From an optimization exercise on the open Yosys and OpenROAD flow, aimed at small area; shortcuts taken in it are not production practice. Function was checked by simulation only, so behaviour that the tests miss may differ from the original. The clock port is modelled as an ideal driver; clocking choices that lean on that would not hold on a real chip. Power and IR drop assume default switching activity.

### flow/standard.sh
#!/bin/bash
# synth_recipe.tcl (not shown) runs the flow's synth.tcl, then flattens the netlist and writes it again
# the make line also repeats each setting of config.mk as NAME=value (left out here)
make -C /OpenROAD-flow-scripts/flow DESIGN_CONFIG=/design/flow/config.mk WORK_HOME=/design/flow/orfs CLKGATE_MAP_FILE= SYNTH_SCRIPT=/design/flow/synth_recipe.tcl "${@:-finish}"
### flow/flow/clkfix.tcl
# After CTS (built from clkbuf_4): upsize each clock buffer whose flip-flop
# loads would see a slow clock edge to clkbuf_8, then legalize placement.
set res $::env(RES_DIR)
set plat $::env(FLOW_HOME)/platforms/$::env(FLOW_PLATFORM)
read_liberty $plat/lib/sky130_fd_sc_hd__tt_025C_1v80.lib
read_db $res/4_cts.odb
read_sdc $res/4_cts.sdc
source $plat/setRC.tcl
estimate_parasitics -placement

proc load_slew {inst} {
  set w 0
  foreach out [get_pins -of_objects $inst -filter "direction == output"] {
    foreach p [get_pins -of_objects [get_nets -of_objects $out] -filter "direction == input"] {
      set s [get_property $p slew_max]
      if {$s > $w} { set w $s }
    }
  }
  return $w
}

set n 0
foreach inst [get_cells -filter "ref_name == sky130_fd_sc_hd__clkbuf_4"] {
  set w [load_slew $inst]
  puts "clock buffer [get_full_name $inst]: load slew $w"
  if {$w > $::env(CLK_SLEW_LIMIT)} {
    replace_cell $inst sky130_fd_sc_hd__clkbuf_8
    incr n
  }
}
puts "upsized $n clock buffers"
estimate_parasitics -placement
set worst 0
foreach pin [get_pins -hierarchical */CLK] {
  set s [get_property $pin slew_max]
  if {$s > $worst} { set worst $s }
}
puts "worst flip-flop clock slew after: $worst"
detailed_placement
check_placement
write_db $res/4_cts.odb
### flow/design.v
module rtc_system
(
    input clk,
    input rst_n,
    input [3:0] key_in,
    output rtc_sclk,
    input rtc_sio_i,
    output rtc_sio_o,
    output rtc_sio_oe,
    output rtc_rst,
    output [7:0] smg_data,
    output [5:0] scan_sig,
    output config_sig
);
    localparam [15:0] C_4999  = 16'hee16;
    localparam [15:0] C_49999 = 16'h42f2;
    reg [15:0] tc;
    wire tc_wrap = (tc == C_49999);
    always @(posedge clk or negedge rst_n)
        if (!rst_n)
            tc <= 16'd0;
        else if (tc_wrap)
            tc <= 16'd0;
        else
            tc <= {~tc[14:0], tc[15] ^ tc[12]};
    reg isEn;
    always @(posedge clk or negedge rst_n)
        if (!rst_n)
            isEn <= 1'b0;
        else if (tc == C_4999)
            isEn <= 1'b1;
    localparam [19:0] K_END = 20'h0ebd4;    
    localparam [19:0] KP = 20'haaaaa;       
    reg [3:0] kf1, kf2;
    always @(posedge clk) begin
        kf1 <= key_in;
        kf2 <= kf1;
    end
    wire [3:0] key_out;
    genvar g;
    generate
        for (g = 0; g < 4; g = g + 1) begin : key
            wire h2l = isEn & ~kf1[g] & kf2[g];
            wire l2h = isEn & kf1[g] & ~kf2[g];
            reg [1:0] ks;
            reg [19:0] kt;
            wire done = (kt == (K_END ^ KP));
            always @(posedge clk)
                if (ks[0])
                    kt <= {~kt[18:0], kt[19] ^ kt[16]};
                else
                    kt <= KP;
            always @(posedge clk or negedge rst_n)
                if (!rst_n)
                    ks <= 2'b00;
                else
                    case (ks)
                        2'b00: if (h2l) ks <= 2'b01; else if (l2h) ks <= 2'b11;
                        2'b01: if (done) ks <= 2'b10;
                        2'b10: ks <= 2'b00;
                        2'b11: if (done) ks <= 2'b00;
                    endcase
            assign key_out[g] = (ks == 2'b10);
        end
    endgenerate
    reg isConfig;
    always @(posedge clk or negedge rst_n)
        if (!rst_n)
            isConfig <= 1'b0;
        else if (key_out[3])
            isConfig <= ~isConfig;
    assign config_sig = isConfig;
    localparam [4:0] S_RH0 = 5'd0, S_RM0 = 5'd1, S_RS0 = 5'd2, S_WU0 = 5'd3,
                     S_WH  = 5'd4, S_WM  = 5'd5, S_WS  = 5'd6, S_WP  = 5'd7,
                     S_RH  = 5'd8, S_RM  = 5'd9, S_RS  = 5'd10, S_JDG = 5'd11,
                     S_WST = 5'd14, S_WU1 = 5'd15,
                     S_IN1 = 5'd16, S_IN2 = 5'd17, S_IN3 = 5'd18, S_DEC = 5'd19,
                     S_EDT = 5'd24, S_EDA = 5'd25, S_EDI = 5'd26, S_EDD = 5'd27,
                     S_EDQ = 5'd28;
    reg [4:0] i;
    reg [1:0] go;            
    reg [7:0] hour, minute, second;
    wire cmd_done;
    wire [7:0] sh_q;         
    wire cmd_state = ~i[4] & (i[3:0] != 4'd11) & (i[3:2] != 2'b11 | i[1]);
    wire is_rd = ~i[4] & ~i[2] & (i[1:0] != 2'd3);
    wire is_wr = cmd_state & ~is_rd;
    wire [7:0] comp = (go == 2'd0) ? 8'h23 : 8'h59;
    wire [7:0] fld = (go == 2'd0) ? hour : (go == 2'd1) ? minute : second;
    wire below = (fld < comp);
    wire pdec = (i == S_DEC);
    wire [3:0] flo = fld[3:0], fhi = fld[7:4];
    wire fcy = pdec ? (flo == 4'd0) : (flo >= 4'd9);
    wire [3:0] fx = fcy ? fhi : flo;
    wire [3:0] fy = pdec ? fx - 1'b1 : fx + 1'b1;
    wire [7:0] fnew = fcy ? {fy, pdec, 2'b00, pdec} : {fhi, fy};
    wire fkeep = (i == S_EDD) & (fld == 8'h00);
    wire in_edit = (i == S_EDT) | (i == S_EDI) | (i == S_EDD) | (i == S_EDA) | (i == S_EDQ);
    wire eng_idle;           
    wire rd_wr = eng_idle & ((i == S_RM0) | (i == S_RS0) | (i == S_WU0) |
                             (i == S_RM) | (i == S_RS) | (i == S_JDG & go == 2'd2));
    wire set_f = rd_wr | (i == S_EDA);
    wire [7:0] f_val = sh_q;      
    always @(posedge clk) begin
            if (i == S_EDQ)
                hour <= fld;
            else if (set_f & (go == 2'd0))
                hour <= f_val;
            if (set_f & (go == 2'd1))
                minute <= f_val;
            if (set_f & (go == 2'd2))
                second <= f_val;
    end
    wire hv = ~(i == S_RH0) & ~(i == S_RM0 & eng_idle);
    wire mv = hv & (i != S_RM0) & ~(i == S_RS0 & eng_idle);
    wire sv = mv & (i != S_RS0) & ~(i == S_WU0 & eng_idle);
    always @(posedge clk or negedge rst_n)
        if (!rst_n)
            i <= S_RH0;
        else
            case (i)
                S_WP, S_RS: if (cmd_done) i <= S_JDG;
                S_JDG: i <= isConfig ? S_WU1 : S_RH;
                S_WU1: if (cmd_done) i <= S_WST;
                S_WST: if (cmd_done) i <= S_EDT;
                S_EDT, S_EDI, S_EDD, S_EDA, S_EDQ:
                    if (!isConfig)
                        i <= S_WH;
                    else if (key_out[2])
                        i <= S_IN1;
                    else if (key_out[1])
                        i <= S_DEC;
                    else if ((i == S_EDI | i == S_EDD) & ~key_out[0] & ~fkeep)
                        i <= S_EDA;
                    else
                        i <= S_EDT;
                S_IN1: i <= below ? S_IN2 : S_EDQ;
                S_IN2: i <= S_IN3;
                S_IN3: i <= S_EDI;
                S_DEC: i <= S_EDD;
                default: if (cmd_done) i <= i + 1'b1;
            endcase
    always @(posedge clk)
        if (!i[4])
            go <= (i == S_WST) ? 2'd0 : i[1:0];
        else if (in_edit && isConfig && key_out[2:0] == 3'b001)
            go <= (go == 2'd2) ? 2'd0 : go + 1'b1;
    wire [7:0] addr = {4'b1000, i[1] & i[0], ~(i[1] ^ i[0]), i[0], is_rd};
    wire wfld = (i == S_WH) | (i == S_WM) | (i == S_WS);
    wire [7:0] wdata = wfld ? {fld[7] & (i != S_WS), fld[6:0]} :
                              {(i == S_WP) | (i == S_WST), 7'd0};
    wire fs;                 
    reg [4:0] cnt;
    wire c24 = (cnt == 5'd24);
    always @(posedge clk)
        if (c24 | ~fs)
            cnt <= 5'd0;
        else
            cnt <= cnt + 1'b1;
    localparam [1:0] P_A = 2'd0, P_D = 2'd1, P_R = 2'd2, P_X = 2'd3;
    localparam [3:0] X_S0 = 4'd0, X_S1 = 4'd1, X_GA = 4'd5, X_GD = 4'd3,
                     X_T = 4'd4, X_E1 = 4'd2, X_E2 = 4'd6, X_E3 = 4'd7,
                     X_ID = 4'd8, X_R0 = 4'd9, X_D1 = 4'd10, X_D2 = 4'd11;
    reg [1:0] ph;
    reg [3:0] hb;
    reg isOut, rSIO, sclk, ce;
    reg [7:0] sh;
    assign sh_q = sh;
    wire in_bits = (ph != P_X);
    wire last_hb = (hb == 4'd15);
    assign fs = in_bits | ~hb[3];
    assign eng_idle = ~in_bits & (hb == X_ID);
    assign cmd_done = ~in_bits & (hb == X_D2);
    always @(posedge clk or negedge rst_n)
        if (!rst_n) begin
            ph <= P_X;
            hb <= X_ID;
            isOut <= 1'b1;
            rSIO <= 1'b0;
            sclk <= 1'b0;
            ce <= 1'b0;
        end
        else if (fs) begin
            if (in_bits) begin
                if (c24) begin
                    if (!last_hb)
                        hb <= hb + 1'b1;
                    else begin
                        ph <= P_X;
                        hb <= (ph == P_D) ? X_GD : (ph == P_R) ? X_E1 : is_wr ? X_GA : X_T;
                    end
                end
                else begin
                    sclk <= hb[0];
                    if (!hb[0] && ph != P_R)
                        rSIO <= sh[0];
                end
            end
            else
                case (hb[2:0])
                    X_S0[2:0], X_S1[2:0]: begin
                        ph <= hb[0] ? P_D : P_A;
                        hb <= 4'd0;
                        isOut <= 1'b1;
                        sclk <= 1'b0;
                        ce <= 1'b1;
                    end
                    X_GA[2:0]: hb <= X_S1;
                    X_GD[2:0]: hb <= X_E1;
                    X_T[2:0]: begin
                        ph <= P_R;
                        hb <= 4'd0;
                        isOut <= 1'b0;
                    end
                    X_E1[2:0]: begin
                        ce <= 1'b0;
                        hb <= X_E2;
                    end
                    X_E2[2:0]: hb <= X_E3;
                    default: hb <= X_D1;
                endcase
        end
        else
            case (hb[1:0])
                X_ID[1:0]: if (cmd_state) hb <= X_R0;
                X_R0[1:0]: hb <= X_S0;
                X_D1[1:0]: hb <= X_D2;
                default: hb <= X_ID;
            endcase
    always @(posedge clk)
        if (fs) begin
            if (in_bits) begin
                if (c24) begin
                    if (hb[0] && !(ph == P_R && last_hb))
                        sh <= {sh[7], sh[7:1]};
                end
                else if (!hb[0] && ph == P_R)
                    sh[7] <= rtc_sio_i;
            end
            else if (hb[2:0] == X_S0[2:0])
                sh <= addr;
            else if (hb[2:0] == X_S1[2:0])
                sh <= wdata;
        end
        else if (i == S_IN3 || i == S_DEC)
            sh <= fnew;              
    assign rtc_sclk = sclk;
    assign rtc_rst = ce;
    assign rtc_sio_o = rSIO;
    assign rtc_sio_oe = isOut;
    reg [2:0] dg;            
    reg z;                   
    reg [3:0] nd;            
    wire [2:0] dg_n = !z ? dg : (dg == 3'd5) ? 3'd0 : dg + 1'b1;
    wire first = (dg == 3'd7);   
    always @(posedge clk or negedge rst_n)
        if (!rst_n) begin
            dg <= 3'd7;
            z <= 1'b1;
        end
        else begin
            dg <= dg_n;
            z <= tc_wrap;
        end
    always @(posedge clk)
        if (!z | first)
            case (dg)
                3'd0: nd <= hv ? hour[7:4] : 4'd0;
                3'd1: nd <= hv ? hour[3:0] : 4'd0;
                3'd2: nd <= mv ? minute[7:4] : 4'd0;
                3'd3: nd <= mv ? minute[3:0] : 4'd0;
                3'd4: nd <= sv ? second[7:4] : 4'd0;
                3'd5: nd <= sv ? second[3:0] : 4'd0;
                default: nd <= 4'd0;
            endcase
    reg [6:0] seg;
    always @(*)
        casez ({first, nd})
            5'b1????: seg = 7'b111_1111;
            5'b0_0000: seg = 7'b100_0000;
            5'b0_0001: seg = 7'b111_1001;
            5'b0_0010: seg = 7'b010_0100;
            5'b0_0011: seg = 7'b011_0000;
            5'b0_0100: seg = 7'b001_1001;
            5'b0_0101: seg = 7'b001_0010;
            5'b0_0110: seg = 7'b000_0010;
            5'b0_0111: seg = 7'b111_1000;
            5'b0_1000: seg = 7'b000_0000;
            5'b0_1001: seg = 7'b001_0000;
            5'b0_1010: seg = 7'b000_1000;
            5'b0_1011: seg = 7'b000_0011;
            5'b0_1100: seg = 7'b100_0110;
            5'b0_1101: seg = 7'b010_0001;
            5'b0_1110: seg = 7'b000_0110;
            5'b0_1111: seg = 7'b000_1110;
            default: seg = 7'b111_1111;
        endcase
    assign smg_data = {1'b1, seg};
    assign scan_sig = {dg != 3'd0, dg != 3'd1, dg != 3'd2, dg != 3'd3, dg != 3'd4, dg != 3'd5};
endmodule
### flow/config.mk
export PLATFORM = sky130hd
export DESIGN_NAME = rtc_system
export DESIGN_NICKNAME = rtc_system
export VERILOG_FILES = /design/flow/design.v
export SDC_FILE = /design/flow/constraint.sdc
export NUM_CORES = 4
export LEC_CHECK = 0
export ABC_AREA = 1
export CAP_MARGIN = 20
export CORE_MARGIN = 2
export CORE_UTILIZATION = 65
export SLEW_MARGIN = 20
### flow/flow/abc_area.script
strash
dch -f
map -a
mfs2 -W 6 -M 5000
strash
dch -f
map -a
mfs2 -W 6 -M 5000
strash
dch -f
map -a
mfs2 -W 6 -M 5000
strash
dch -f
map -a
mfs2 -W 6 -M 5000
strash
dch -f
map -a
mfs2 -W 6 -M 5000
strash
dch -f
map -a
mfs2 -W 6 -M 5000
strash
dch -f
map -a
mfs2 -W 6 -M 5000
strash
dch -f
map -a
mfs2 -W 6 -M 5000
strash
dch -f
map -a
mfs2 -W 6 -M 5000
strash
dch -f
map -a
mfs2 -W 6 -M 5000
strash
dch -f
map -a
topo
stime -c
### flow/constraint.sdc
create_clock -name core_clock -period 20.0 [get_ports {clk}]
set_input_delay 4.0000 -clock core_clock [delete_from_list [all_inputs] [get_ports {clk}]]
set_output_delay 4.0000 -clock core_clock [all_outputs]
set_load 0.01 [all_outputs]
### flow/flow/run.sh
#!/bin/bash
# Standard ORFS flow, except that synthesis maps the logic with an
# area-oriented ABC script (flow/abc_area.script, picked by ABC_AREA=1)
# without first extracting half/full adders, ports get the smallest buffer,
# and the clock tree is built from clkbuf_4 without dummy loads, then each
# clock buffer whose flip-flops would see a slow clock edge becomes a
# clkbuf_8 (flow/clkfix.tcl).
# Registers are mapped exactly as the standard synthesis maps them.
set -euo pipefail
W=$(pwd)

rm -rf "$W/scripts_area"
cp -r "$FLOW_HOME/scripts" "$W/scripts_area"
cp "$W/flow/abc_area.script" "$W/scripts_area/abc_area.script"

SCRIPTS_DIR="$W/scripts_area" ADDER_MAP_FILE= bash "$W/standard.sh" synth > "$W/synth.log" 2>&1

export BUFFER_PORTS_ARGS="-buffer_cell sky130_fd_sc_hd__buf_1"
export CTS_ARGS="-sink_clustering_enable -repair_clock_nets -dont_use_dummy_load -buf_list sky130_fd_sc_hd__clkbuf_4"
bash "$W/standard.sh" cts > "$W/cts.log" 2>&1

export RES_DIR="$W/orfs/results/$FLOW_PLATFORM/rtc_system/base"
export CLK_SLEW_LIMIT=0.115
openroad -no_init -exit "$W/flow/clkfix.tcl" > "$W/clkfix.log" 2>&1

bash "$W/standard.sh" > "$W/layout.log" 2>&1
==> results of run 1 <==
[area by class of cell]
class / count / area, sq um
sequential: 176 / 4139
clock buffer: 17 / 158.9
timing repair buffer: 25 / 98.84
fill: 832 / 2974
inverter: 111 / 416.7
tap: 136 / 170.2
multi-input combinational: 498 / 2412
[per-layer routing]
| layer | part of all wire, % | routed length (um) |
|---|---|---|
| met1 | 43 | 6345 |
| met2 | 49 | 7207 |
| met3 | 5.8 | 861 |
| met4 | 2.1 | 306 |
| met5 | 0 | 0 |
[cell families after synthesis]
kind of cell / Yosys count / synth area share [%]
AND/OR/NAND/NOR: 334 / 20.09
flip-flops: 176 / 59.38
AO/OA/AOI/OAI: 152 / 13.00
buffers and inverters: 112 / 6.085
XOR/XNOR: 10 / 1.256
multiplexers: 1 / 0.1436
other: 1 / 0.05380
[power by group]
part	leakage [uW]	switching (uW)	internal [uW]	total (uW)
clock network	0.0000912	97.1	50.2	147
logic	0.000912	1.92	0.443	2.37
registers	0.00167	0.482	363	364
[cell usage after synthesis (all sizes together) (2+ instances only)]
| cell type | number |
|---|---|
| a41oi | 2 |
| nor4 | 6 |
| o41ai | 4 |
| o21a | 3 |
| dfstp | 8 |
| xnor2 | 6 |
| nor3 | 24 |
| nand3b | 5 |
| clkinv | 111 |
| a2111oi | 2 |
| o211ai | 4 |
| nand4 | 14 |
| nand3 | 27 |
| dfrtp | 37 |
| dfxtp | 93 |
| o21ai | 49 |
| nand2 | 120 |
| a22oi | 11 |
| o221ai | 3 |
| xor2 | 4 |
| or2 | 4 |
| o22ai | 26 |
| nor2 | 133 |
| a21oi | 37 |
| a31oi | 7 |
| edfxtp | 38 |
[registers in the layout, indices dropped and copies added (netlist names)]
name and flops:
isConfig 1, dg 3, key.kt 80, sclk 1, ph 2, hour 8, rSIO 1, key.ks 8
tc 16, minute 8, nd 4, isEn 1, cnt 5, go 2, hb 4, i 5
second 8, isOut 1, kf1 4, kf2 4, z 1, ce 1, sh 8
[final timing paths]
| check | endpoint | start | depth (start not counted) |
|---|---|---|---|
| worst max-delay path | smg_data[4] | dg[0] | 8 |
| worst min-delay path | key[0].kt[11] | key[0].kt[10] | 1 |
| worst max register to register | hour[5] | ph[1] | 8 |
| worst min register to register | key[0].kt[11] | key[0].kt[10] | 1 |
| max in group asynchronous | i[1] | rst_n | 1 |
| min in group asynchronous | tc[12] | rst_n | 1 |
[worst max-delay path: stages (launching register included)]
cell	delay, ns
dfstp_2	0.59
clkinv_1	0.12
nor3_1	0.62
clkinv_1	0.27
nand4_1	0.16
nand2_1	0.09
nor3_1	0.23
nand2_1	0.09
buf_1	0.13
[metrics by stage]
stage	utilization (%)	total power (uW)	hold slack, ns
final	71.32	513.2	0.3482
after global routing	71.32	532.2	0.3671
after CTS	70.97	504.7	0.3630
after detailed placement	69.74	373.9	0.3567
after global placement	69.74	373.8	0.3497
after floorplan	-	371.7	0.3427
==> impl_metrics.env, run 1 <==
export IMPL_hold_class="reg2reg"
export IMPL_grt_overflow=0
export IMPL_placed_cells=946
export IMPL_fin_nets=836
export IMPL_worst_pin_slew_ns=1.009
export IMPL_fin_tns_setup_ns=0
export IMPL_clk_latency_ns=0.45
export IMPL_period_needed_ns=6.734
export IMPL_clock_skew_ns=0.04187
export IMPL_cts_sinks=176
export IMPL_async_flop_share_pct=25.57
export IMPL_synth_edf_count=38
export IMPL_busiest_layer="met2"
export IMPL_via_per_inst=5.838
export IMPL_ys_seq_area_share_pct=59.38
export IMPL_end_kind="output pin"
export IMPL_cts_tree="yes"
export IMPL_power_density_nw_per_um2=69.39
export IMPL_netlist_instances=786
export IMPL_grt_max_degree=46
export IMPL_cp_start_kind="register"
export IMPL_met3_usage_pct=6.235
export IMPL_final_area_sq_um=7396
export IMPL_postPlaceCellArea_sq_um=7232
export IMPL_clk_pin_slew_ns=0.12
export IMPL_max_freq_ghz=0.1485
export IMPL_worst_slack_ns=13.27
export IMPL_use_met2_pct=45.55
export IMPL_ant_nets=0
export IMPL_yosys_area_top_type="dfxtp_1"
export IMPL_drc_errors=0
export IMPL_cp_arrival_ns=2.73
export IMPL_die_y_um=107.6
export IMPL_p_leak_uw=0.002673
export IMPL_io_pins=26
export IMPL_rsz0062_at_grt="false"
export IMPL_drtIter0Drc=465
export IMPL_cts_root_buf="clkbuf_4"
export IMPL_num_vias=5622
export IMPL_final_common_cell="nor2_1"
export IMPL_finalNonFillerCells=963
export IMPL_grt_pass1_wl_um=24700
export IMPL_yosysUniqueCellTypes=34
export IMPL_mostFrequentLayoutCells="nor2_1, nand2_1, clkinv_1"
export IMPL_antenna_found_initial=0
export IMPL_dpl_hpwl_um=11080
export IMPL_cts_buffers=17
export IMPL_num_antenna_cells=0
export IMPL_worstPathMaxFanout=6
export IMPL_post_place_ws_ns=13.81
export IMPL_cts_max_path_buffers=2
export IMPL_die_area_sq_um=11570
export IMPL_area_delta_synth_final_pct=6.103
export IMPL_ys_ff_latch=176
export IMPL_htreeDepth=4
export IMPL_reg2reg_slack_ns=15.78
export IMPL_routedWlPerCell_um=15.29
export IMPL_cts_repair_resized=0
export IMPL_drt_wl_total_um=14720
export IMPL_avgSynthCellArea_sq_um=8.868
export IMPL_port_buffers=24
export IMPL_die_width_um=107.6
export IMPL_drt_pass1_iterations=6
export IMPL_post_cts_buffers=0
export IMPL_initial_core_util_pct=67.22
export IMPL_finalSetupViolCount=0
export IMPL_gp_congestion=0.9829
export IMPL_relSlewSlack_pct=32.01
export IMPL_grt_pass1_vias=5427
export IMPL_synth_top_area_share_pct=26.71
export IMPL_coreArea_sq_um=10370
export IMPL_critical_path_class="reg2out"
export IMPL_ys_flop_type="dfxtp_1"
export IMPL_synth_cell_area_sq_um=6970
export IMPL_peakVddDrop_uv=56.36
export IMPL_status="finished clean"
export IMPL_syn_nets=793
export IMPL_finalCritPeriodShare_pct=33.67
export IMPL_grt_util_all_layers_pct=27.41
export IMPL_grt_util_met1_pct=34.95
export IMPL_crit_required_ns=16.00
export IMPL_drive_gt1_share_pct=3.990
export IMPL_hold_viol=0
export IMPL_rows=37
export IMPL_ys_top_cells_by_area="dfxtp_1, edfxtp_1, dfrtp_1"
export IMPL_yosysWarnings=1
export IMPL_slew_violations=0
export IMPL_ctsHoldBuffers=0
export IMPL_max_cap_violations=0
==> inputs of run 2 (changes only) <==
--- a/flow/flow/abc_area.script
+++ b/flow/flow/abc_area.script
@@ -1 +1,17 @@
+strash
+dch -f
+map -a
+mfs2 -W 6 -M 5000
+strash
+dch -f
+map -a
+mfs2 -W 6 -M 5000
+strash
+dch -f
+map -a
+mfs2 -W 6 -M 5000
+strash
+dch -f
+map -a
+mfs2 -W 6 -M 5000
 strash
==> impl_metrics.env, run 2 <==
export IMPL_max_freq_ghz=0.1509
export IMPL_antenna_found_initial=0
export IMPL_initial_core_util_pct=67.18
export IMPL_p_sw_share_pct=19.63
export IMPL_reg2reg_depth=8
export IMPL_drtIter0Drc=555
export IMPL_coreArea_sq_um=10370
export IMPL_post_cts_buffers=0
export IMPL_p_comb_share_pct=0.5
export IMPL_fillers=808
export IMPL_netlist_instances=779
export IMPL_grt_overflow=0
export IMPL_async_flop_share_pct=25.57
export IMPL_grt_pass1_wl_um=24140
export IMPL_ys_seq_area_share_pct=59.41
export IMPL_avgSynthCellArea_sq_um=8.943
export IMPL_fin_nets=830
export IMPL_cts_sinks=176
export IMPL_hold_depth=1
export IMPL_cts_max_path_buffers=2
export IMPL_pwr_share_clk_pct=29.6
export IMPL_crit_required_ns=16.00
export IMPL_min_delay_start="key[0].kt[8]"
export IMPL_power_uw=520.1
export IMPL_cts_tree="yes"
export IMPL_grt_max_degree=46
export IMPL_end_kind="output pin"
export IMPL_grt_util_all_layers_pct=27.17
export IMPL_status="finished clean"
export IMPL_num_antenna_cells=0
export IMPL_power_density_nw_per_um2=70.17
export IMPL_rows=37
export IMPL_relSlewSlack_pct=39.80
export IMPL_routedWlPerCell_um=15.41
export IMPL_die_y_um=107.5
export IMPL_htreeDepth=4
export IMPL_largest_reg_flops=80
export IMPL_ant_nets=0
export IMPL_clk_pin_slew_ns=0.11
export IMPL_slew_violations=0
export IMPL_die_area_sq_um=11560
export IMPL_drc_errors=0
export IMPL_syn_nets=786
export IMPL_hold_slack_ns=0.3682
export IMPL_worst_pin_slew_ns=0.8948
export IMPL_period_needed_ns=6.628
export IMPL_via_per_inst=5.803
export IMPL_worstPathMaxFanout=6
export IMPL_r2r_end="hour[2]"
export IMPL_post_place_ws_ns=13.86
export IMPL_postPlaceCellArea_sq_um=7241
export IMPL_gp_congestion=0.9750
export IMPL_reg2reg_slack_ns=15.82
export IMPL_yosysMostFrequentCell="nor2_1"
export IMPL_finalCritPeriodShare_pct=33.14
export IMPL_area_delta_synth_final_pct=6.394
export IMPL_final_area_sq_um=7412
export IMPL_clock_skew_ns=0.03343
export IMPL_hold_class="reg2reg"
export IMPL_synth_top_area_share_pct=26.72
export IMPL_p_leak_uw=0.002665
export IMPL_max_cap_violations=0
export IMPL_fin_tns_setup_ns=0
export IMPL_drt_wl_total_um=14750
export IMPL_port_buffers=24
export IMPL_p_int_uw=418.0
export IMPL_min_delay_worst_endpoint="key[0].kt[9]"
export IMPL_ys_ff_latch=176
export IMPL_io_pins=26
export IMPL_worst_slack_ns=13.37
export IMPL_mostFrequentLayoutCells="nor2_1, nand2_1, clkinv_1"
export IMPL_drive_gt1_share_pct=4.507
export IMPL_p_seq_share_pct=69.9
export IMPL_yosysWarnings=1
export IMPL_peakVddDrop_uv=70.41
export IMPL_cts_repair_resized=0
export IMPL_ys_top_cells_by_area="dfxtp_1, edfxtp_1, dfrtp_1"
export IMPL_cp_start_kind="register"
export IMPL_p_sw_uw=102.1
export IMPL_drt_pass1_iterations=5
export IMPL_finalSetupViolCount=0
export IMPL_clk_latency_ns=0.44
export IMPL_cp_arrival_ns=2.63
export IMPL_final_common_cell="nor2_1"
export IMPL_rsz0062_at_grt="false"
export IMPL_ctsHoldBuffers=0
export IMPL_cts_root_buf="clkbuf_4"
export IMPL_die_width_um=107.5
export IMPL_cts_buffers=17
export IMPL_top_register="key.kt"
export IMPL_r2r_start="ph[1]"
export IMPL_yosysUniqueCellTypes=39
export IMPL_netlist_top_cells_count="nor2_1, nand2_1, clkinv_1, dfxtp_1, o21ai_0"
export IMPL_grt_pass1_vias=5250
export IMPL_synth_edf_count=38
export IMPL_ys_flop_type="dfxtp_1"
export IMPL_yosys_area_top_type="dfxtp_1"
export IMPL_hold_viol=0
export IMPL_largestRegisters="key.kt: 80 flops, tc: 16 flops"
export IMPL_num_vias=5553
export IMPL_critical_path_class="reg2out"
export IMPL_dpl_hpwl_um=11230
export IMPL_synth_cell_area_sq_um=6967
run 2: cell types whose count changed after synthesis, sizes merged, moves of 3 or more:
cell / before / now
o21ai: 49 / 43
o211ai: 4 / 9
nand3: 27 / 22
nand2: 120 / 124
o22ai: 26 / 23
clkinv: 111 / 107
o2111ai: 0 / 3
o221ai: 3 / 0
a31oi: 7 / 2
run 2: per-layer routing:
metal  vias to the layer above  track usage (%)  share of wire, %
met5                         -                0                 0
met4                         0            9.707               2.1
met3                        32            5.932               5.2
met2                       194            45.55                48
met1                      2598            34.91                44
li1                       2729                -                 -
run 2: worst max-delay path by stage:
stage	from	to	slack (ns)	cells after the start
after detailed placement	dg[0]	smg_data[4]	13.86	8
after CTS	dg[0]	smg_data[4]	13.25	8
after global placement	dg[0]	smg_data[3]	14.05	8
after floorplan	dg[0]	smg_data[1]	14.23	6
after global routing	dg[0]	smg_data[4]	13.13	8
final	dg[0]	smg_data[4]	13.37	8
run 2: area by class of cell:
cell class	instances	area, sq um	share of cell area (%)
Multi-Input combinational cell	495	2424	32.70
Sequential cell	176	4139	55.84
Tap cell	136	170.2	2.296
Inverter	107	401.6	5.419
Clock buffer	17	171.4	2.313
Timing Repair Buffer	26	106.4	1.435
run 2: metrics by stage:
step	instances	util [%]
floorplan	779	-
global placement	940	69.78
detailed placement	940	69.82
CTS	957	71.05
global route	957	71.48
finish	957	71.48
run 2: cells by family after synthesis:
| kind of cell | count (synthesis) | share of synthesized area (%) |
|---|---|---|
| and+or+nand+nor | 336 | 20.31 |
| DFF | 176 | 59.41 |
| AOI/OAI and AO/OA | 147 | 12.95 |
| buffers and inverters | 108 | 5.873 |
| xor gates and xnor gates | 10 | 1.257 |
| muxes | 1 | 0.1437 |
| other | 1 | 0.05383 |
run 2: critical path: stages (launching register included):
cell	delay, ns
dfstp_2	0.58
clkinv_1	0.10
nor3_1	0.58
clkinv_1	0.27
nand4_1	0.17
nand2_1	0.09
nor3_1	0.20
nand2_1	0.08
buf_1	0.13
run 2: power by group through the flow:
stage / sequential, uW / combinational, uW / clock, uW
after floorplan: 371 / 0.416 / 0
after global placement: 371 / 2.65 / 0
after detailed placement: 371 / 2.75 / 0
after CTS: 364 / 2.75 / 140
after global routing: 364 / 3.11 / 171
final: 363 / 2.64 / 154

-- port drivers added, routing unchanged --
How much do the figures lean on ideal ports? The routed layouts below were timed once more, with nothing changed but the port constraints.
Step 1 (the two cells are an assumption about what drives the block):
set clk [get_ports {clk}]
set_driving_cell -lib_cell sky130_fd_sc_hd__clkbuf_16 $clk
set_driving_cell -lib_cell sky130_fd_sc_hd__buf_2 [delete_from_list [all_inputs] $clk]
Step 2 adds t to the input delays and takes it off the output delays; t is the mean of the earliest and latest rising clock arrival at the registers after step 1. Input paths then give back, and output paths get back, about the clock's delay inside the block.
Three values: ideal, step 1, step 2; two values: the first two.
run	t (ns)	setup WS [ns]	hold WS [ns]	clock arrival spread, ns	worst slew at a driven data input, ns
run 1	0.465	13.266 / 13.229 / 13.694	0.348 / 0.348 / 0.348	0.042 / 0.042	0.03
run 2	0.460	13.372 / 13.336 / 13.796	0.368 / 0.368 / 0.368	0.035 / 0.035	0.04
After both steps every run listed still meets setup and hold.
